From an optimization exercise on the open Yosys and OpenROAD flow, aimed at small area; shortcuts taken in it are not production practice.
The RTL was checked by simulation tests, not by an equivalence proof against the original design.
No activity file was given, so power comes from the tool's default toggle rates.

P:
==> flow/design.v (excerpt) <==
module mvm_uart_system #(
  parameter CLOCKS_PER_PULSE = 16,  
            BITS_PER_WORD    = 8,
            PACKET_SIZE_TX   = BITS_PER_WORD + 5,
            W_Y_OUT          = 32,
            R=8, C=8, W_X=8, W_K=8
)(
  input  clk, rstn, rx,
  output tx
);
Size in the first run: about 360 cells after synthesis, roughly 140 flip-flops, roughly 4400 um^2 of cells after synthesis.
==> flow/config.mk <==
export PLATFORM = sky130hd
export DESIGN_NAME = mvm_uart_system
export DESIGN_NICKNAME = mvm_uart_system
export VERILOG_FILES = /design/flow/design.v
export SDC_FILE = /design/flow/constraint.sdc
export NUM_CORES = 4
export LEC_CHECK = 0
export CAP_MARGIN = 20
export CORE_MARGIN = 2
export CORE_UTILIZATION = 60
export SLEW_MARGIN = 20
==> flow/constraint.sdc <==
create_clock -name core_clock -period 10.0 [get_ports {clk}]
set_input_delay 2.0000 -clock core_clock [delete_from_list [all_inputs] [get_ports {clk}]]
set_output_delay 2.0000 -clock core_clock [all_outputs]
set_load 0.01 [all_outputs]
standard.sh (not shown) runs the stock make flow with config.mk's settings and CLKGATE_MAP_FILE= SYNTH_SCRIPT=/design/flow/synth_recipe.tcl, a recipe that flattens the netlist after the stock synthesis.
==> flow/flow/run.sh <==
#!/bin/bash
# Standard layout, with adders left to ABC and a lighter clock tree.
set -euo pipefail
bash standard.sh ADDER_MAP_FILE= \
  "CTS_ARGS=-sink_clustering_enable -repair_clock_nets -dont_use_dummy_load -buf_list sky130_fd_sc_hd__clkbuf_4 -root_buf sky130_fd_sc_hd__clkbuf_8 -sink_clustering_size 12 -sink_clustering_max_diameter 60" \
  finish > standard.log 2>&1
Modified inputs, Q compared to P
==> flow/flow/run.sh <==
#!/bin/bash
# Standard layout, with adders left to ABC and a lighter clock tree.
set -euo pipefail
bash standard.sh ADDER_MAP_FILE= \
  "CTS_ARGS=-sink_clustering_enable -repair_clock_nets -dont_use_dummy_load -buf_list sky130_fd_sc_hd__clkbuf_4" \
  finish > standard.log 2>&1
Notes after the runs:
- Q finished all stages; the layout is clean.
- Re synthesized cell count: no difference whatsoever between Q and P.
- As far as final setup violation count goes, P and Q are indistinguishable; the numbers are identical.
- Re overall global routing resource usage: no difference whatsoever between P and Q.
- Taking P as the reference point, the clock power of Q falls by about 2%.
- Diff P..Q | global-route wire length before repair | negligible
- Cmp P and Q / maximum frequency / lower: Q
- Diff Q..P | utilization of the core after routing | negligible
Edits applied to the flow inputs when going from Q to R:
Settings: CTS_CLUSTER_SIZE now 25, previously not set; CTS_BUF_LIST now sky130_fd_sc_hd__clkbuf_8, previously not set; CTS_CLUSTER_DIAMETER now 100, previously not set.
==> flow/run.sh (new file) <==
#!/bin/bash
# synth_recipe.tcl (not shown) runs the flow's synth.tcl, then flattens the netlist and writes it again
# the make line also repeats each setting of config.mk as NAME=value (left out here)
make -C /OpenROAD-flow-scripts/flow DESIGN_CONFIG=/design/flow/config.mk WORK_HOME=/design/flow/orfs CLKGATE_MAP_FILE= SYNTH_SCRIPT=/design/flow/synth_recipe.tcl finish
removed: flow/flow/run.sh
removed: flow/standard.sh
==> comparison <==
The critical path capture point comes out hi[3]$_SDFFE_PP0P_ in one run and tx in the other, namely in R and Q respectively. In the reports for Q and R, the larger overall die area belongs to R. Re synthesis-to-layout area growth: Q was lower than R. Of R and Q, it is R that has the higher utilization after layout. Comparing the two runs side by side, R comes out behind Q on worst slew slack as a fraction of its limit. Compared with Q, in R width of the chip rose by about 1.3%; number of global-route vias before repair shows no meaningful change; adder-cell share of the synthesized area up 7.6 points; count of vias placed by the detailed router now smaller.
What S does differently from R at the input level:
Settings: a deleted CTS_BUF_LIST that had been sky130_fd_sc_hd__clkbuf_8; a deleted CTS_CLUSTER_DIAMETER that had been 100; a deleted CTS_CLUSTER_SIZE that had been 25.
==> flow/flow/run.sh (new file) <==
#!/bin/bash
# Standard layout, with adders left to ABC and a lighter clock tree.
set -euo pipefail
bash standard.sh ADDER_MAP_FILE= \
  "CTS_ARGS=-sink_clustering_enable -repair_clock_nets -dont_use_dummy_load -buf_list {sky130_fd_sc_hd__clkbuf_4 sky130_fd_sc_hd__clkbuf_8}" \
  finish > standard.log 2>&1
==> flow/standard.sh (new file) <==
#!/bin/bash
# synth_recipe.tcl (not shown) runs the flow's synth.tcl, then flattens the netlist and writes it again
# the make line also repeats each setting of config.mk as NAME=value (left out here)
make -C /OpenROAD-flow-scripts/flow DESIGN_CONFIG=/design/flow/config.mk WORK_HOME=/design/flow/orfs CLKGATE_MAP_FILE= SYNTH_SCRIPT=/design/flow/synth_recipe.tcl "${@:-finish}"
removed: flow/run.sh
## What came out
- Looking at post-synthesis mux area share, S sits 1.3 points lower than R does.
- [S vs R] number of ordinary and repair buffers in the finished layout: lower in S
- Delta (S minus R): design area decreased by about 6% relative to the old numbers; proportion of synthesized chip area in sequential cells went up; final period demand of the worst path decreased by 0.56 ns relative to the old numbers; hold slack went down 0.019 ns.
- Diff R -> S: number of antenna violations at the first check in global routing has remained practically unchanged; leakage power figure decreased by about 13% relative to the old numbers; required time of the critical path lost 2.35 ns.
- [compare] base=R new=S: die area dropped about 2.5%; core box area dropped 120 um^2.
diff inputs: S => T
Settings: ABC_AREA newly set to 1; CORE_UTILIZATION changed from 60 to 40.
==> flow/run.sh (new file) <==
#!/bin/bash
# synth_recipe.tcl (not shown) runs the flow's synth.tcl, then flattens the netlist and writes it again
# the make line also repeats each setting of config.mk as NAME=value (left out here)
make -C /OpenROAD-flow-scripts/flow DESIGN_CONFIG=/design/flow/config.mk WORK_HOME=/design/flow/orfs CLKGATE_MAP_FILE= SYNTH_SCRIPT=/design/flow/synth_recipe.tcl finish
removed: flow/flow/run.sh
removed: flow/standard.sh
==> comparison <==
Going from S to T, amount of wire on met2 after detailed routing up 240 um, share of post-route cells with drive strength above 1 up 3.1 points, worst hold-check slack up 0.014 ns.
Internal power component: T vs S up 29%
On number of instances in the synthesized netlist, the lower figure sits with S, not T.
Going from S to T, share of the synthesized area in compound gates (AO/OA/AOI/OAI) shrinks by 2.4 points.
Where total length of routed wires is concerned, S is better than T.

## afterwards: timing with drivers on the ports
No port has a modelled driver above. Below, the same layouts with a new extraction and two added sets of constraints. Step 1 sets driving cells, clkbuf_16 on the clock port and buf_2 on the other inputs (assumed; they add their load-dependent delay and slew). Step 2 times the ports against the registers' clock, not the clock port: input delays grow and output delays shrink by t, the midpoint of the rising clock arrivals with the driver on. Three values: ideal, step 1, step 2; two values: the first two.
| run | shift t [ns] | slack for setup (ns) | worst setup path at the end | clock arrival spread, ns | slew at the worst register clock pin (ns) |
|---|---|---|---|---|---|
| P | 0.408 | 6.572 / 6.544 / 6.841 | input to register | 0.047 / 0.047 | 0.12 / 0.12 |
| Q | 0.488 | 6.488 / 6.461 / 6.845 | input to register | 0.046 / 0.046 | 0.12 / 0.12 |
| R | 0.452 | 5.993 / 5.993 / 5.993 | register to register | 0.015 / 0.016 | 0.09 / 0.09 |
| S | 0.432 | 6.549 / 6.522 / 6.849 | input to register | 0.035 / 0.035 | 0.08 / 0.08 |
| T | 0.448 | 6.423 / 6.423 / 6.423 | register to register | 0.008 / 0.008 | 0.06 / 0.06 |
After both steps setup and hold are still met in every run listed.
